From an optimization exercise on the open Yosys and OpenROAD flow, aimed at small area, a short achievable clock period and few clock cycles; shortcuts taken in it are not production practice.
Function was checked by simulation only, so behaviour that the tests miss may differ from the original.
Power is estimated from default activity; no workload was simulated.

<file path="flow/design.v">
module ALU(Data1In,Data2In,OperatorIn,LessOut,ZeroOut,ResultOut);
  input[31:0] Data1In;         
  input[31:0] Data2In;         
  input[2:0] OperatorIn;       
  output LessOut;              
  output ZeroOut;              
  output reg[31:0] ResultOut;  
  always @(*) begin
    case (OperatorIn)
      3'b001: ResultOut<=Data1In+Data2In;  
      3'b010: ResultOut<=Data1In-Data2In;  
      3'b011: ResultOut<=Data1In&Data2In;  
      3'b100: ResultOut<=Data1In|Data2In;  
      3'b101: ResultOut<=Data1In^Data2In;  
      3'b110: if (Data2In>31) ResultOut<=32'h00000000;
              else if (Data2In>0) ResultOut<=Data1In<<Data2In;  
              else ResultOut<=Data1In;
      3'b111: if (Data2In>31) ResultOut<=32'h00000000;
              else if (Data2In>0) ResultOut<=Data1In>>Data2In;  
              else ResultOut<=Data1In;
     default: ResultOut<=32'h00000000;  
    endcase
  end  
  assign LessOut=(Data1In<Data2In)?1:0;
  assign ZeroOut=(ResultOut==0)?1:0;
endmodule
module ALUMUX(DataIn,Imm32In,SelectorIn,DataOut);
  input[31:0] DataIn;  
  input[31:0] Imm32In;     
  input SelectorIn;        
  output[31:0] DataOut;    
  assign DataOut=SelectorIn?DataIn:Imm32In;
endmodule
module AddrMUX(LessIn,ZeroIn,RegRelAddrIn,
               PCRelAddrIn,SeqAddrIn,SelectorIn,AddrOut);
  input LessIn;               
  input ZeroIn;               
  input[31:0] RegRelAddrIn;   
  input[31:0] PCRelAddrIn;    
  input[31:0] SeqAddrIn;      
  input[2:0] SelectorIn;      
  output reg[31:0] AddrOut;   
  always @(*) begin
    if (SelectorIn==0) AddrOut<=SeqAddrIn;
    else if (SelectorIn==1) begin              
      if (LessIn==1) AddrOut<=PCRelAddrIn; 
      else AddrOut<=SeqAddrIn;
    end
    else if (SelectorIn==2) begin              
      if (ZeroIn==1) AddrOut<=PCRelAddrIn; 
      else AddrOut<=SeqAddrIn;
    end
    else if (SelectorIn==3) AddrOut<=PCRelAddrIn;     
    else if (SelectorIn==4) AddrOut<=RegRelAddrIn;     
    else AddrOut<=0;   
  end
endmodule
module Controller(opcodeIn,ctrSignalsOut);
  input[4:0] opcodeIn;  
  output reg[11:0] ctrSignalsOut; 
  always @(*) begin
    case (opcodeIn)
      5'b00001: ctrSignalsOut<=12'b100000000011;  
      5'b00010: ctrSignalsOut<=12'b100000000010;  
      5'b00011: ctrSignalsOut<=12'b100000000101;  
      5'b00100: ctrSignalsOut<=12'b100000000111;  
      5'b00101: ctrSignalsOut<=12'b100000000110;  
      5'b00110: ctrSignalsOut<=12'b100000001001;  
      5'b00111: ctrSignalsOut<=12'b100000001000;  
      5'b01000: ctrSignalsOut<=12'b100000001011;  
      5'b01001: ctrSignalsOut<=12'b100000001010;  
      5'b01010: ctrSignalsOut<=12'b100000001101;  
      5'b01011: ctrSignalsOut<=12'b100000001100;  
      5'b01100: ctrSignalsOut<=12'b100000001111;  
      5'b01101: ctrSignalsOut<=12'b100000001110;  
      5'b01110: ctrSignalsOut<=12'b101000000000;  
      5'b01111: ctrSignalsOut<=12'b110100000010;  
      5'b10000: ctrSignalsOut<=12'b000010000010;  
      5'b10001: ctrSignalsOut<=12'b000000010101;  
      5'b10010: ctrSignalsOut<=12'b000000100101;  
      5'b10011: ctrSignalsOut<=12'b111000110000;  
      5'b10100: ctrSignalsOut<=12'b111001000010;  
       default: ctrSignalsOut<=12'b000000000000;  
    endcase
  end
endmodule
module DMem(clkIn,resetIn,AddrIn,DataIn,ReadIn,WriteIn,DataOut);
  input clkIn;           
  input resetIn;
  input[31:0] AddrIn;    
  input[31:0] DataIn;    
  input ReadIn;          
  input WriteIn;         
  output[31:0] DataOut;  
  reg[31:0] RAM[31:0];   
  integer k;
  assign DataOut=ReadIn?RAM[AddrIn[4:0]]:0;
  always @(posedge clkIn) begin
    if (~resetIn) begin
      for (k=0;k<32;k=k+1) RAM[k]<=0;
    end
    else if (WriteIn) RAM[AddrIn[4:0]]<=DataIn;
  end
endmodule
module DataMUX(ResultIn,Imm32In,DataIn,AddrIn,SelectorIn,DataOut);
  input[31:0] ResultIn;      
  input[31:0] Imm32In;       
  input[31:0] DataIn;        
  input[31:0] AddrIn;        
  input[1:0] SelectorIn;     
  output reg[31:0] DataOut;  
  always @(*) begin
    if (SelectorIn==0) DataOut<=ResultIn;
    else if (SelectorIn==1) DataOut<=Imm32In;
    else if (SelectorIn==2) DataOut<=DataIn;
    else DataOut<=AddrIn;
  end
endmodule
`timescale 1ns / 1ps
module EXMEMReg(clkIn,resetn,flushIn,rdIn,AddrIn,retAddrIn,ImmIn,Data2In,LessIn,ZeroIn,ResultIn,Ctrl_signalIn,rdOut,AddrOut,retAddrOut,ImmOut,Data2Out,LessOut,ZeroOut,ResultOut,ctrSignalsOut);
input clkIn;
input resetn;
input flushIn;
input[4:0] rdIn;
input[31:0] AddrIn;
input[31:0] retAddrIn;
input[31:0] ImmIn;
input[31:0] Data2In;
input LessIn;
input ZeroIn;
input[31:0] ResultIn;
input[11:0] Ctrl_signalIn;
output reg [4:0] rdOut;
output reg [31:0] AddrOut;
output reg [31:0] retAddrOut;
output reg [31:0] ImmOut;
output reg [31:0] Data2Out;
output reg LessOut;
output reg ZeroOut;
output reg [31:0] ResultOut;
output reg [11:0] ctrSignalsOut;
always @(posedge clkIn) begin
   if(~resetn)begin
      rdOut<=5'b0;
      AddrOut<=32'b0;
      retAddrOut<=32'b0;
      ImmOut<=32'b0;
      Data2Out<=32'b0;
      LessOut<=0;
      ZeroOut<=0;
      ResultOut<=32'b0;
      ctrSignalsOut<=12'b0;
   end
   else if(flushIn)begin
      rdOut<=5'b0;
      AddrOut<=32'b0;
      retAddrOut<=32'b0;
      ImmOut<=32'b0;
      Data2Out<=32'b0;
      LessOut<=0;
      ZeroOut<=0;
      ResultOut<=32'b0;
      ctrSignalsOut<=12'b0;
   end 
   else begin
      rdOut<=rdIn;
      AddrOut<=AddrIn;
      retAddrOut<=retAddrIn;
      ImmOut<=ImmIn;
      Data2Out<=Data2In;
      LessOut<=LessIn;
      ZeroOut<=ZeroIn;
      ResultOut<=ResultIn;
      ctrSignalsOut<=Ctrl_signalIn;
   end
end
endmodule
module FWD(
  input[4:0]      IDEXrs1In,     
  input[4:0]      IDEXrs2In,     
  input           EXMAwriteIn,   
  input[4:0]      EXMArdIn,      
  input[1:0]      EXMADataSelectorIn,      
  input           MAWBwriteIn,   
  input[4:0]      MAWBrdIn,      
  output reg[2:0] forward1Out,      
  output reg[2:0] forward2Out       
);
  always @(*) begin
    if ((EXMAwriteIn)&&(EXMArdIn==IDEXrs1In)) begin
      if      (EXMADataSelectorIn==0) forward1Out<=1;
      else if (EXMADataSelectorIn==1) forward1Out<=2;
      else if (EXMADataSelectorIn==3) forward1Out<=3;
      else                            forward1Out<=5;
    end
    else if ((MAWBwriteIn)&&(MAWBrdIn==IDEXrs1In)) forward1Out<=4;
    else forward1Out<=0;
  end
  always @(*) begin
    if ((EXMAwriteIn)&&(EXMArdIn==IDEXrs2In)) begin
      if      (EXMADataSelectorIn==0) forward2Out<=1;
      else if (EXMADataSelectorIn==1) forward2Out<=2;
      else if (EXMADataSelectorIn==3) forward2Out<=3;
      else                            forward2Out<=5;  
    end
    else if ((MAWBwriteIn)&&(MAWBrdIn==IDEXrs2In)) forward2Out<=4;
    else forward2Out<=0;
  end
endmodule
module FWDMUX(
  input[31:0]      IDEXdata1In,
  input[31:0]      IDEXdata2In,
  input[31:0]      EXMAresultIn,   
  input[31:0]      EXMAimm32In,
  input[31:0]      EXMAaddrIn,
  input[31:0]      MAWBdataIn,
  input[2:0]       forward1In,
  input[2:0]       forward2In,
  output reg[31:0] data1Out,
  output reg[31:0] data2Out
);
  always @(IDEXdata1In,EXMAresultIn,EXMAimm32In,EXMAaddrIn,MAWBdataIn,forward1In) begin
    if      (forward1In==0) data1Out<=IDEXdata1In;
    else if (forward1In==1) data1Out<=EXMAresultIn;
    else if (forward1In==2) data1Out<=EXMAimm32In;
    else if (forward1In==3) data1Out<=EXMAaddrIn;
    else if (forward1In==4) data1Out<=MAWBdataIn;
    else                    data1Out<=0;
  end                         
  always @(IDEXdata2In,EXMAresultIn,EXMAimm32In,EXMAaddrIn,MAWBdataIn,forward2In) begin
    if      (forward2In==0) data2Out<=IDEXdata2In;
    else if (forward2In==1) data2Out<=EXMAresultIn;
    else if (forward2In==2) data2Out<=EXMAimm32In;
    else if (forward2In==3) data2Out<=EXMAaddrIn;
    else if (forward2In==4) data2Out<=MAWBdataIn;
    else                    data2Out<=0;
  end
endmodule
module Flush(
  input lessIn,          
  input zeroIn,          
  input[2:0] AddrSelectorIn,   
  output reg flushOut    
);
  always @(*) begin
    if (AddrSelectorIn==1) begin   
      if (lessIn==1) flushOut<=1; 
      else flushOut<=0; 
    end
    else if (AddrSelectorIn==2) begin   
      if (zeroIn==1) flushOut<=1;
      else flushOut<=0;
    end
    else if (AddrSelectorIn==3) flushOut<=1;   
    else if (AddrSelectorIn==4) flushOut<=1;   
    else flushOut<=0;
  end
endmodule
`timescale 1ns / 1ps
module IDEXReg(clkIn,resetn,flushIn,stallIn,rs1In,rs2In,rdIn,AddrIn,ImmIn,
Data1In,Data2In,rdOut,rs1Out,rs2Out,AddrOut,ImmOut,Data1Out,Data2Out,ctrSignalsIn,ctrSignalsOut);
input clkIn;
input resetn;
input flushIn;       
input stallIn;
input[4:0] rs1In;
input[4:0] rs2In;        
input[4:0] rdIn;
input[31:0] AddrIn;
input[31:0] ImmIn;
input[31:0] Data1In;
input[31:0] Data2In;
input[11:0] ctrSignalsIn;
output reg [4:0] rdOut;
output reg [4:0] rs1Out;
output reg [4:0] rs2Out;
output reg [31:0] AddrOut;
output reg [31:0] ImmOut;
output reg [31:0] Data1Out;
output reg [31:0] Data2Out;
output reg [11:0] ctrSignalsOut;
always @(posedge clkIn) begin
   if(~resetn)begin
      rdOut<=5'b0;
      AddrOut<=32'b0;
      ImmOut<=32'b0;
      Data1Out<=32'b0;
      Data2Out<=32'b0;
      ctrSignalsOut<=12'b0;
      rs1Out<=5'b0;
      rs2Out<=5'b0;
   end
   else if(flushIn)begin
      rdOut<=5'b0;
      AddrOut<=32'b0;
      ImmOut<=32'b0;
      Data1Out<=32'b0;
      Data2Out<=32'b0;
      ctrSignalsOut<=12'b0;
      rs1Out<=5'b0;
      rs2Out<=5'b0;
   end
   else if(stallIn==0)begin
      rdOut<=rdIn;
      AddrOut<=AddrIn;
      ImmOut<=ImmIn;
      Data1Out<=Data1In;
      Data2Out<=Data2In;
      ctrSignalsOut<=ctrSignalsIn;
      rs1Out<=rs1In;
      rs2Out<=rs2In;
   end
   else begin
      rdOut<=5'b0;
      AddrOut<=32'b0;
      ImmOut<=32'b0;
      Data1Out<=32'b0;
      Data2Out<=32'b0;
      ctrSignalsOut<=12'b0;
      rs1Out<=5'b0;
      rs2Out<=5'b0;
   end
end
endmodule
`timescale 1ns / 1ps
module IFIDReg(clkIn,resetn,AddrIn,InsIn,flushIn,stallIn,AddrOut,InsOut);
input clkIn;
input resetn;
input [31:0]AddrIn;
input [31:0]InsIn;
input flushIn;
input stallIn;
output reg [31:0] AddrOut;
output reg [31:0] InsOut;
always @(posedge clkIn) begin
   if(~resetn)begin
      InsOut<=32'b0;
      AddrOut<=32'b0;
   end
   else if(flushIn) begin
       AddrOut<=32'b0;
       InsOut<=32'b0;
   end
   else if(stallIn==0)begin
      InsOut<=InsIn;
      AddrOut<=AddrIn;
   end
end
endmodule
module ImmGen(InsIn,Imm32Out);
  input[31:0] InsIn;          
  output reg[31:0] Imm32Out;  
  wire[4:0] opcode;
  assign opcode=InsIn[4:0];
  wire[4:0] imm5;
  assign imm5=InsIn[11:7];
  wire[5:0] imm6;
  assign imm6=InsIn[25:20];
  wire[6:0] imm7;
  assign imm7=InsIn[31:25];
  wire[11:0] imm12;
  assign imm12=InsIn[31:20];
  wire[19:0] imm20;
  assign imm20=InsIn[31:12];
  always @(InsIn) begin
    case (opcode)
      5'b00010: if (imm12[11]) Imm32Out<={20'hfffff,imm12[11:0]};
                else Imm32Out<={20'h00000,imm12[11:0]};
      5'b00101: Imm32Out<={20'h00000,imm12[11:0]};
      5'b00111: Imm32Out<={20'h00000,imm12[11:0]};
      5'b01001: Imm32Out<={20'h00000,imm12[11:0]};
      5'b01011: Imm32Out<={26'h0000000,imm6[5:0]};
      5'b01101: Imm32Out<={26'h0000000,imm6[5:0]};
      5'b01110: Imm32Out<={imm20,12'h000};
      5'b01111: if (imm12[11]) Imm32Out<={20'hfffff,imm12[11:0]};
                else Imm32Out<={20'h00000,imm12[11:0]};
      5'b10000: if (imm7[6]) Imm32Out<={20'hfffff,imm7[6:0],imm5[4:0]};
                else Imm32Out<={20'h00000,imm7[6:0],imm5[4:0]};
      5'b10001: if (imm7[6]) Imm32Out<={20'hfffff,imm7[6:0],imm5[4:0]};
                else Imm32Out<={20'h00000,imm7[6:0],imm5[4:0]};
      5'b10010: if (imm7[6]) Imm32Out<={20'hfffff,imm7[6:0],imm5[4:0]};
                else Imm32Out<={20'h00000,imm7[6:0],imm5[4:0]};
      5'b10011: if (imm20[19]) Imm32Out<={12'hfff,imm20[19:0]};
                else Imm32Out<={12'h000,imm20[19:0]};
      5'b10100: if (imm12[11]) Imm32Out<={20'hfffff,imm12[11:0]};
                else Imm32Out<={20'h00000,imm12[11:0]};
       default: Imm32Out<=32'h00000000;
    endcase
  end
endmodule
`timescale 1ns / 1ps
module MEMWBReg(clkIn,resetn,rdIn,retAddrIn,ImmIn,Data2In,ResultIn,Ctrl_signalIn,rdOut,retAddrOut,ImmOut,Data2Out,ResultOut,ctrSignalsOut);
input clkIn;
input resetn;
input[4:0] rdIn;
input[31:0] retAddrIn;
input[31:0] ImmIn;
input[31:0] Data2In;
input[31:0] ResultIn;
input[11:0] Ctrl_signalIn;
output reg [4:0] rdOut;
output reg [31:0] retAddrOut;
output reg [31:0] ImmOut;
output reg [31:0] Data2Out;
output reg [31:0] ResultOut;
output reg [11:0] ctrSignalsOut;
always @(posedge clkIn) begin
   if(~resetn)begin
      rdOut<=5'b0;
      retAddrOut<=32'b0;
      ImmOut<=32'b0;
      Data2Out<=32'b0;
      ResultOut<=32'b0;
      ctrSignalsOut<=12'b0;
   end
   else begin
      rdOut<=rdIn;
      retAddrOut<=retAddrIn;
      ImmOut<=ImmIn;
      Data2Out<=Data2In;
      ResultOut<=ResultIn;
      ctrSignalsOut<=Ctrl_signalIn;
   end
end
endmodule
module PC(clkIn,resetIn,AddrIn,flushIn,stallIn,AddrOut);
  input clkIn;
  input resetIn;
  input[31:0] AddrIn;
  input flushIn;
  input stallIn;
  output reg[31:0] AddrOut;
  always @(posedge clkIn) begin
    if (~resetIn) AddrOut<=0;
    else if (flushIn) AddrOut<=AddrIn;
    else if (stallIn==0) AddrOut<=AddrIn;
  end
endmodule
module PCRelAddrAdder(OffsetIn,AddrIn,AddrOut);
  input[31:0] OffsetIn;  
  input[31:0] AddrIn;    
  output[31:0] AddrOut;  
  assign AddrOut=AddrIn+OffsetIn;
endmodule
 module Reg(clkIn,resetIn,rs1In,rs2In,rdIn,DataIn,WriteIn,Data1Out,Data2Out,portOut);
  input clkIn;           
  input resetIn;
  input[4:0] rs1In;       
  input[4:0] rs2In;       
  input[4:0] rdIn;        
  input[31:0] DataIn;     
  input WriteIn;          
  output[31:0] Data1Out;  
  output[31:0] Data2Out;  
  output[15:0] portOut;   
  reg[31:0] regs[31:0];   
  integer k;
  assign Data1Out=regs[rs1In];
  assign Data2Out=regs[rs2In];
  assign portOut=regs[31][15:0];  
  always @(posedge clkIn) begin
    if (~resetIn) begin
      for (k=0;k<32;k=k+1) regs[k]<=0;
    end
    else if (WriteIn) regs[rdIn]<=DataIn;
  end
endmodule
module SeqAddrAdder(AddrIn,AddrOut);
  input[31:0] AddrIn;    
  output[31:0] AddrOut;  
  assign AddrOut=AddrIn+1;
endmodule
module Stall(
  input[4:0] IFIDrs1In,     
  input[4:0] IFIDrs2In,     
  input      IDEXIn,    
  input[4:0] IDEXrdIn,      
  input      MEMWBRegWriteIn,
  input[4:0] MEMWBrdIn,  
  output reg stallOut   
);
  always @(*) begin
    if ((IDEXIn)&&(IDEXrdIn==IFIDrs1In||IDEXrdIn==IFIDrs2In)) stallOut<=1;
    else if ((MEMWBRegWriteIn)&&(MEMWBrdIn==IFIDrs1In||MEMWBrdIn==IFIDrs2In)) stallOut<=1;
    else stallOut<=0;
  end
endmodule
`timescale 1ns / 1ps
module retAddrAdder(AddrIn,AddrOut);
  input[31:0] AddrIn;
  output[31:0] AddrOut;
  assign AddrOut=AddrIn+1;
endmodule
module Core(clk,rstn,imem_addr,imem_data,wb_en,wb_rd,wb_data,st_en,st_addr,st_data);
  input clk;
  input rstn;
  output [31:0] imem_addr;
  input  [31:0] imem_data;
  output wb_en;
  output [4:0] wb_rd;
  output [31:0] wb_data;
  output st_en;
  output [4:0] st_addr;
  output [31:0] st_data;
  wire clkIn;
  assign clkIn=clk;
  wire flush;
  wire stall;
  wire[31:0] AddrMUX_AddrOut;
  wire[31:0] PC_AddrOut;
  PC myPC(clkIn,rstn,AddrMUX_AddrOut,flush,stall,PC_AddrOut);
  wire[31:0] IMem_InsOut;
  assign imem_addr=PC_AddrOut;
  assign IMem_InsOut=imem_data;
  wire [31:0] IFID_AddrOut;
  wire [31:0] IFID_InsOut;
  IFIDReg IFIDRegister(clkIn,rstn,PC_AddrOut,IMem_InsOut,flush,stall,IFID_AddrOut,IFID_InsOut);
  wire[31:0] SeqAddrAdder_AddrOut;
  SeqAddrAdder mySeqAddrAdder(PC_AddrOut,SeqAddrAdder_AddrOut);
  wire[11:0] Controller_ctrSignalsOut;
  Controller myController (IFID_InsOut[4:0],Controller_ctrSignalsOut);
  wire [11:0] MEMWB_ctrSignalsOut;
  wire [4:0] MEMWB_rdOut;
  wire [31:0] DataMUX_DataOut;
  wire [31:0] Reg_Data1Out;
  wire [31:0] Reg_Data2Out;
  wire [15:0] portOut;
  Reg myReg(clkIn,rstn,IFID_InsOut[19:15],IFID_InsOut[24:20],MEMWB_rdOut,DataMUX_DataOut,MEMWB_ctrSignalsOut[11],Reg_Data1Out,Reg_Data2Out,portOut);
  wire[31:0] ImmGen_Imm32Out;
  ImmGen myImmGen(IFID_InsOut,ImmGen_Imm32Out);
  wire[4:0] IDEX_rdOut;
  wire[11:0] IDEX_ctrSignalsOut;
  wire [4:0] EXMEM_rdOut;
  wire[11:0] EXMEM_ctrSignalsOut;
  Stall myStall(IFID_InsOut[19:15],IFID_InsOut[24:20],IDEX_ctrSignalsOut[8],IDEX_rdOut,MEMWB_ctrSignalsOut[11],MEMWB_rdOut,stall);
  wire[31:0] IDEX_AddrOut;
  wire[31:0] IDEX_Imm32Out;
  wire[31:0] IDEX_Data1Out;
  wire[31:0] IDEX_Data2Out;
  wire[4:0] IDEX_rs1Out;
  wire[4:0] IDEX_rs2Out;
  IDEXReg IDEXRegister(clkIn,rstn,flush,stall,IFID_InsOut[19:15],IFID_InsOut[24:20],IFID_InsOut[11:7],IFID_AddrOut,ImmGen_Imm32Out,Reg_Data1Out,
  Reg_Data2Out,IDEX_rdOut,IDEX_rs1Out,IDEX_rs2Out,IDEX_AddrOut,IDEX_Imm32Out,IDEX_Data1Out,IDEX_Data2Out,Controller_ctrSignalsOut,IDEX_ctrSignalsOut);
  wire [31:0] EXMEM_ResultOut;
  wire [31:0] EXMEM_Imm32Out;
  wire [31:0] EXMEM_AddrOut;
  wire [31:0] EXMEM_retAddrOut;
  wire[31:0] FWDMUX_Data1Out;
  wire[31:0] FWDMUX_Data2Out;
  wire [2:0]forward1;
  wire [2:0]forward2;
  FWDMUX myFWDMUX(IDEX_Data1Out,IDEX_Data2Out,EXMEM_ResultOut,EXMEM_Imm32Out,EXMEM_retAddrOut,
  DataMUX_DataOut,forward1,forward2,FWDMUX_Data1Out,FWDMUX_Data2Out);
  FWD myFWD(IDEX_rs1Out,IDEX_rs2Out,EXMEM_ctrSignalsOut[11],EXMEM_rdOut
  ,EXMEM_ctrSignalsOut[10:9],MEMWB_ctrSignalsOut[11],MEMWB_rdOut,forward1,forward2);
  wire[31:0] ALUMUX_DataOut;
  ALUMUX myALUMUX(FWDMUX_Data2Out,IDEX_Imm32Out,IDEX_ctrSignalsOut[0],ALUMUX_DataOut);
  wire ALU_LessOut;
  wire ALU_ZeroOut;
  wire[31:0] ALU_ResultOut;
  ALU myALU(FWDMUX_Data1Out,ALUMUX_DataOut,IDEX_ctrSignalsOut[3:1],ALU_LessOut,ALU_ZeroOut,ALU_ResultOut);
  wire[31:0] PCRelAddrAdder_AddrOut;
  PCRelAddrAdder myPCRelAddrAdder(IDEX_Imm32Out,IDEX_AddrOut,PCRelAddrAdder_AddrOut);
  wire[31:0] retAddrAdder_retAddrOut;
  retAddrAdder myretAddrAdder(IDEX_AddrOut,retAddrAdder_retAddrOut);
  wire EXMEM_LessOut;
  wire EXMEM_ZeroOut;
  wire [31:0] EXMEM_Data2Out;
  EXMEMReg EXMEMRegister(clkIn,rstn,flush,IDEX_rdOut,PCRelAddrAdder_AddrOut,retAddrAdder_retAddrOut,IDEX_Imm32Out,FWDMUX_Data2Out,ALU_LessOut,ALU_ZeroOut,ALU_ResultOut,IDEX_ctrSignalsOut,
  EXMEM_rdOut,EXMEM_AddrOut,EXMEM_retAddrOut,EXMEM_Imm32Out,EXMEM_Data2Out,EXMEM_LessOut,EXMEM_ZeroOut,EXMEM_ResultOut,EXMEM_ctrSignalsOut);
  AddrMUX myAddrMUX(EXMEM_LessOut,EXMEM_ZeroOut,EXMEM_ResultOut,EXMEM_AddrOut,SeqAddrAdder_AddrOut,EXMEM_ctrSignalsOut[6:4],AddrMUX_AddrOut);
  Flush myFlush(EXMEM_LessOut,EXMEM_ZeroOut,EXMEM_ctrSignalsOut[6:4],flush);
  wire[31:0] DMem_DataOut;
  DMem myDMem(clkIn,rstn,EXMEM_ResultOut,EXMEM_Data2Out,EXMEM_ctrSignalsOut[8],EXMEM_ctrSignalsOut[7],DMem_DataOut);
  wire [31:0] MEMWB_ResultOut;
  wire [31:0] MEMWB_Data2Out;
  wire [31:0] MEMWB_Imm32Out;
  wire [31:0] MEMWB_retAddrOut;
  MEMWBReg MEMWBRegister(clkIn,rstn,EXMEM_rdOut,EXMEM_retAddrOut,EXMEM_Imm32Out,DMem_DataOut,EXMEM_ResultOut,EXMEM_ctrSignalsOut
  ,MEMWB_rdOut,MEMWB_retAddrOut,MEMWB_Imm32Out,MEMWB_Data2Out,MEMWB_ResultOut,MEMWB_ctrSignalsOut);
  DataMUX myDataMUX(MEMWB_ResultOut,MEMWB_Imm32Out,MEMWB_Data2Out,MEMWB_retAddrOut,MEMWB_ctrSignalsOut[10:9],DataMUX_DataOut);
  assign wb_en=MEMWB_ctrSignalsOut[11];
  assign wb_rd=MEMWB_rdOut;
  assign wb_data=DataMUX_DataOut;
  assign st_en=EXMEM_ctrSignalsOut[7];
  assign st_addr=EXMEM_ResultOut[4:0];
  assign st_data=EXMEM_Data2Out;
endmodule
</file>
<file path="flow/run.sh">
#!/bin/bash
# synth_recipe.tcl (not shown) runs the flow's synth.tcl, then flattens the netlist and writes it again
# the make line also repeats each setting of config.mk as NAME=value (left out here)
make -C /OpenROAD-flow-scripts/flow DESIGN_CONFIG=/design/flow/config.mk WORK_HOME=/design/flow/orfs CLKGATE_MAP_FILE= SYNTH_SCRIPT=/design/flow/synth_recipe.tcl finish
</file>
<file path="flow/config.mk">
export PLATFORM = sky130hd
export DESIGN_NAME = Core
export DESIGN_NICKNAME = Core
export VERILOG_FILES = /design/flow/design.v
export SDC_FILE = /design/flow/constraint.sdc
export NUM_CORES = 4
export LEC_CHECK = 0
export CAP_MARGIN = 20
export CORE_MARGIN = 2
export CORE_UTILIZATION = 45
export PLACE_DENSITY = 0.6
export SLEW_MARGIN = 20
</file>
<file path="flow/constraint.sdc">
create_clock -name core_clock -period 12.0 [get_ports {clk}]
set_input_delay 2.4000 -clock core_clock [delete_from_list [all_inputs] [get_ports {clk}]]
set_output_delay 2.4000 -clock core_clock [all_outputs]
set_load 0.01 [all_outputs]
</file>
==> results.py <==
metrics = {
    "outcome": {
        "status": "no timing/DRC/antenna violations",
    },
    "critical_path": {
        "cp_common_cell": "a21oi_1",
        "critical-path-max-stage-delay_ns": 0.74,
        "slowest_stage": "mux2_2",
        "cp_data_arrival_time_ns": 9.77,
        "endpoint_kind": "flop",
        "cp_data_required_time_ns": 12.82,
        "path_delay_family": "compound AO/OA/AOI/OAI gates",
        "critPathMaxFanout": 65,
        "worst-setup-path-type": "reg -> reg",
        "crit_path_cell_trace": "mux2i_1, mux2_2, a21oi_1, o311ai_2, and2_2, clkinv_4, ha_1, fa_1, nor2b_1, o21a_1, o21ai_0, a21oi_1, a21oi_1, o31ai_1, a21oi_1, nand2_1, o211ai_1, a222oi_1, o2111ai_1, nand2b_1, nor4_1, nand4_1, nor2_1",
        "cp_launch_type": "flop",
        "worstPathBufferInverterCount": 1,
    },
    "cts": {
        "cts_sinks": 2608,
        "cts-root-to-sink-buffers": 4,
        "clk_pin_slew_worst_paths_ns": 0.06,
        "numCtsBuffers": 293,
        "cts_setup_buffers": 0,
        "cts_hold_repair.buffers": 0,
        "clock_tree_from_tritoncts": "yes",
        "htreeDepth": 5,
        "cell_at_the_root_of_the_clock_tree": "clkbuf_16",
        "postCtsResizedCells": 0,
        "clock_insertion_delay_at_the_later_pin_of_the_skew_report_ns": 0.92,
    },
    "min_path": {
        "worst_hold_path_type": "reg -> reg",
    },
    "cells_and_area": {
        "syn_to_final_growth_pct": 11.55,
        "finalNetCount": 9965,
        "top_regs": "myDMem.RAM: 1024 flops, myReg.regs: 1024 flops",
        "layout.filler_cells": 24520,
        "multi_input_area_mm2": 0.05380,
        "post_route_cells_drive_above_1_share_pct": 19.23,
        "regArea_mm2": 0.07276,
    },
    "die": {
        "design.die.area_mm2": 0.2934,
        "placeableCoreArea_mm2": 0.2879,
        "floorplan.die.width_um": 541.7,
        "starting_density_of_the_core_pct": 45.19,
        "pin_count": 142,
        "chipHeight_um": 541.7,
        "std_cell_rows": 197,
    },
    "sta": {
        "final_critical_path_setup_slack_ns": 3.053,
        "slew_violations": 0,
        "post-route-period-util_pct": 74.56,
        "max_clock_freq_ghz": 0.1118,
        "finalHoldWorstSlack_ns": 0.4673,
        "finalSetupViolations": 0,
        "max_slew_margin_pct": 13.89,
        "slew_at_the_pin_with_the_worst_max_slew_slack_ns": 1.292,
        "fin_skew_ns": 0.06506,
        "fin_setup_tns_ns": 0,
        "min_period_ns": 8.947,
        "rsz0062_at_grt": "no",
        "final_hold_viol_count": 0,
    },
    "routing": {
        "drtPass1Iterations": 9,
        "drt_iter0_markers": 12438,
        "drt.antenna.violating_nets": 0,
        "num_vias": 89721,
        "avgRoutedWirePerCell_um": 34.37,
        "routed_wirelength_um": 475000,
        "vias_per_cell": 6.492,
        "post-route-drc-count": 0,
    },
    "global_routing": {
        "grt_start_max_net_pins": 129,
        "grt_pass1_wl_um": 666600,
        "via_count_of_the_first_global_routing_pass": 87672,
        "gr-usage-all-layers_pct": 31.93,
        "grt_overflow_total": 0,
        "number_of_antenna_violations_at_the_first_check_in_global_routing": 34,
    },
    "synth": {
        "synth.distinct_cells": 107,
        "synth_area_mm2": 0.1301,
        "yosys-top-cells-area": "edfxtp_1 47%, mux4_2 16%, dfxtp_1 8.6%",
        "yosysMostFrequentCell": "edfxtp_1",
        "synthesis.nets": 10200,
        "yosys.area.top_type_share_pct": 47.27,
        "synth_area_per_cell_um2": 12.97,
        "ys_top_cells_by_count": "2,048 x edfxtp_1, 1,498 x nor2_1, 1,178 x and2_1, 897 x mux4_2, 769 x clkbuf_1",
        "yosys_most_used_dff": "edfxtp_1",
        "seq_area_frac_synth_pct": 55.89,
        "synth_top_area_cell": "edfxtp_1",
        "synth_enable_flop_cells": 2048,
        "ys_ff_latch": 2608,
        "syn-instance-count": 10027,
        "postSynth.asyncResetShare_pct": 0,
        "yosysWarningCount": 16,
    },
    "power_and_ir_drop": {
        "power_per_cell_area_mw_per_mm2": 152.9,
        "power.net_switching_mw": 6.031,
        "pwr-share-seq_pct": 46.3,
        "share_clk_of_total_power_pct": 40.3,
        "irDropWorstVdd_uv": 119.6,
        "internal-power_mw": 16.16,
        "swShare_pct": 27.18,
        "comb_power_share_pct": 13.3,
        "power.total_mw": 22.19,
        "power.static_leakage_nw": 50.91,
    },
    "run": {
        "reported_max_cap_violation_count": 0,
    },
    "place": {
        "dp.final_hpwl_um": 305400,
        "rd_place_congestion": 1.012,
        "port_buffers": 139,
        "place_worst_setup_slack_ns": 3.450,
    },
}
==> power by group through the flow <==
stage | Combinational (mW) | Sequential [mW] | Clock, mW
final | 2.96 | 10.3 | 8.95
after global routing | 3.06 | 10.3 | 9.37
after CTS | 2.88 | 10.3 | 9.03
after detailed placement | 2.87 | 10.5 | 0
after global placement | 2.86 | 10.4 | 0
after floorplan | 1.78 | 10.3 | 0
==> cells by family (layout without fill, tap and decap cells) <==
| family | count (synthesis) | after routing | synth area share (%) |
|---|---|---|---|
| compound gates | 1172 | 1172 | 6.306 |
| fa+ha+maj | 139 | 139 | 1.354 |
| other cells | 0 | 16 | 0 |
| mux | 1295 | 1295 | 18.65 |
| simple gates | 3607 | 3607 | 13.72 |
| buf+inv | 1112 | 1109 | 3.446 |
| flops | 2608 | 2608 | 55.89 |
| xor+xnor | 94 | 94 | 0.6329 |
==> through the flow <==
step           util (%)  area [µm²]  cells
6_report          50.41      145100  13821
5_1_grt           50.40      145100  13808
4_1_cts           50.35      144900  13800
3_3_place_gp      47.07      135500  13273
2_1_floorplan         -      130100  10027
3_5_place_dp      47.08      135500  13273
==> cells in the final DEF (no fill, tap or decap), types with 40 or more instances in the layout <==
cell             synthesis  routed
a22o_1                  45      45
clkinv_1                 1      53
dfxtp_1                560     544
mux2_2                  50      50
edfxtp_1              2048    2048
xor2_1                  55      55
a31oi_1                 66      66
a21oi_1                209     209
clkinv_2                 1      55
o21ai_0                223     190
nor3_1                  88      81
o21ai_4                  1      40
clkbuf_16                0     304
nand2_1                349     283
inv_1                  130     130
a22oi_1                165     164
a221oi_1                66      66
nor2_1                1498    1459
mux4_2                 897     897
nand3_1                105     105
ha_1                   136     136
clkbuf_1               769      55
buf_4                   26     288
and3_1                 159     158
and2_1                1178    1175
clkdlybuf4s50_1          0     138
mux2i_1                345     345
nand2_2                  1      65
==> layout make-up <==
class | count | area share, %
sequential | 2608 | 50.14
multi-input combinational | 6307 | 37.08
clock buffer | 373 | 5.502
tap | 3781 | 3.260
timing repair buffer | 439 | 2.643
clock inverter | 154 | 0.9786
inverter | 143 | 0.3742
antenna | 16 | 0.02759
==> layer usage <==
layer	track usage, %	wire [µm]	vias up
met5	0	103	-
met4	14.68	24950	16
met3	6.443	49420	1056
met2	49.80	218100	5443
met1	43.12	182500	46243
li1	-	-	36963
==> worst register-to-register path: stages (launching register included) <==
cell	delay [ns]
dfxtp_4	0.71
mux2i_1	0.26
mux2_2	0.74
a21oi_1	0.15
o311ai_2	0.62
and2_2	0.64
clkinv_4	0.63
ha_1	0.48
fa_1	0.44
nor2b_1	0.17
o21a_1	0.15
o21ai_0	0.11
a21oi_1	0.43
a21oi_1	0.16
o31ai_1	0.29
a21oi_1	0.14
nand2_1	0.08
o211ai_1	0.09
a222oi_1	0.74
o2111ai_1	0.36
nand2b_1	0.26
nor4_1	0.62
nand4_1	0.37
nor2_1	0.20
==> final timing paths <==
path	from	endpoint	slack, ns	cells after the start
setup reg to reg	MEMWBRegister.ctrSignalsOut[9]	EXMEMRegister.ZeroOut	3.05	23
hold reg to reg	EXMEMRegister.ImmOut[6]	MEMWBRegister.ImmOut[6]	0.47	1
hold / removal	EXMEMRegister.ImmOut[6]	MEMWBRegister.ImmOut[6]	0.47	1
setup / recovery	MEMWBRegister.ctrSignalsOut[9]	EXMEMRegister.ZeroOut	3.05	23
Testbench counts, summed over its fixed seeds: cycles 48,142.

port drivers added, routing unchanged:
The results above use ideal ports. As a check the final layout listed here was re-extracted and re-timed, cells and wires unchanged. Step 1 assumes that a clkbuf_16 drives the clock port and a buf_2 every other input. Step 2, shift: input delay + t, output delay - t, t = (earliest + latest rising clock arrival at the registers) / 2. This alone moves slack from input paths to output paths. a / b / c = no drivers / after step 1 / after step 2; a / b = the first two.
t, ns: 0.996
setup WS [ns]: 3.053 / 3.053 / 3.053
slew at the worst register clock pin (ns): 0.08 / 0.08
After both steps this run still meets setup and hold. The setup slack of this run moves by 0.000 ns with the drivers and by 0.000 ns with both steps.
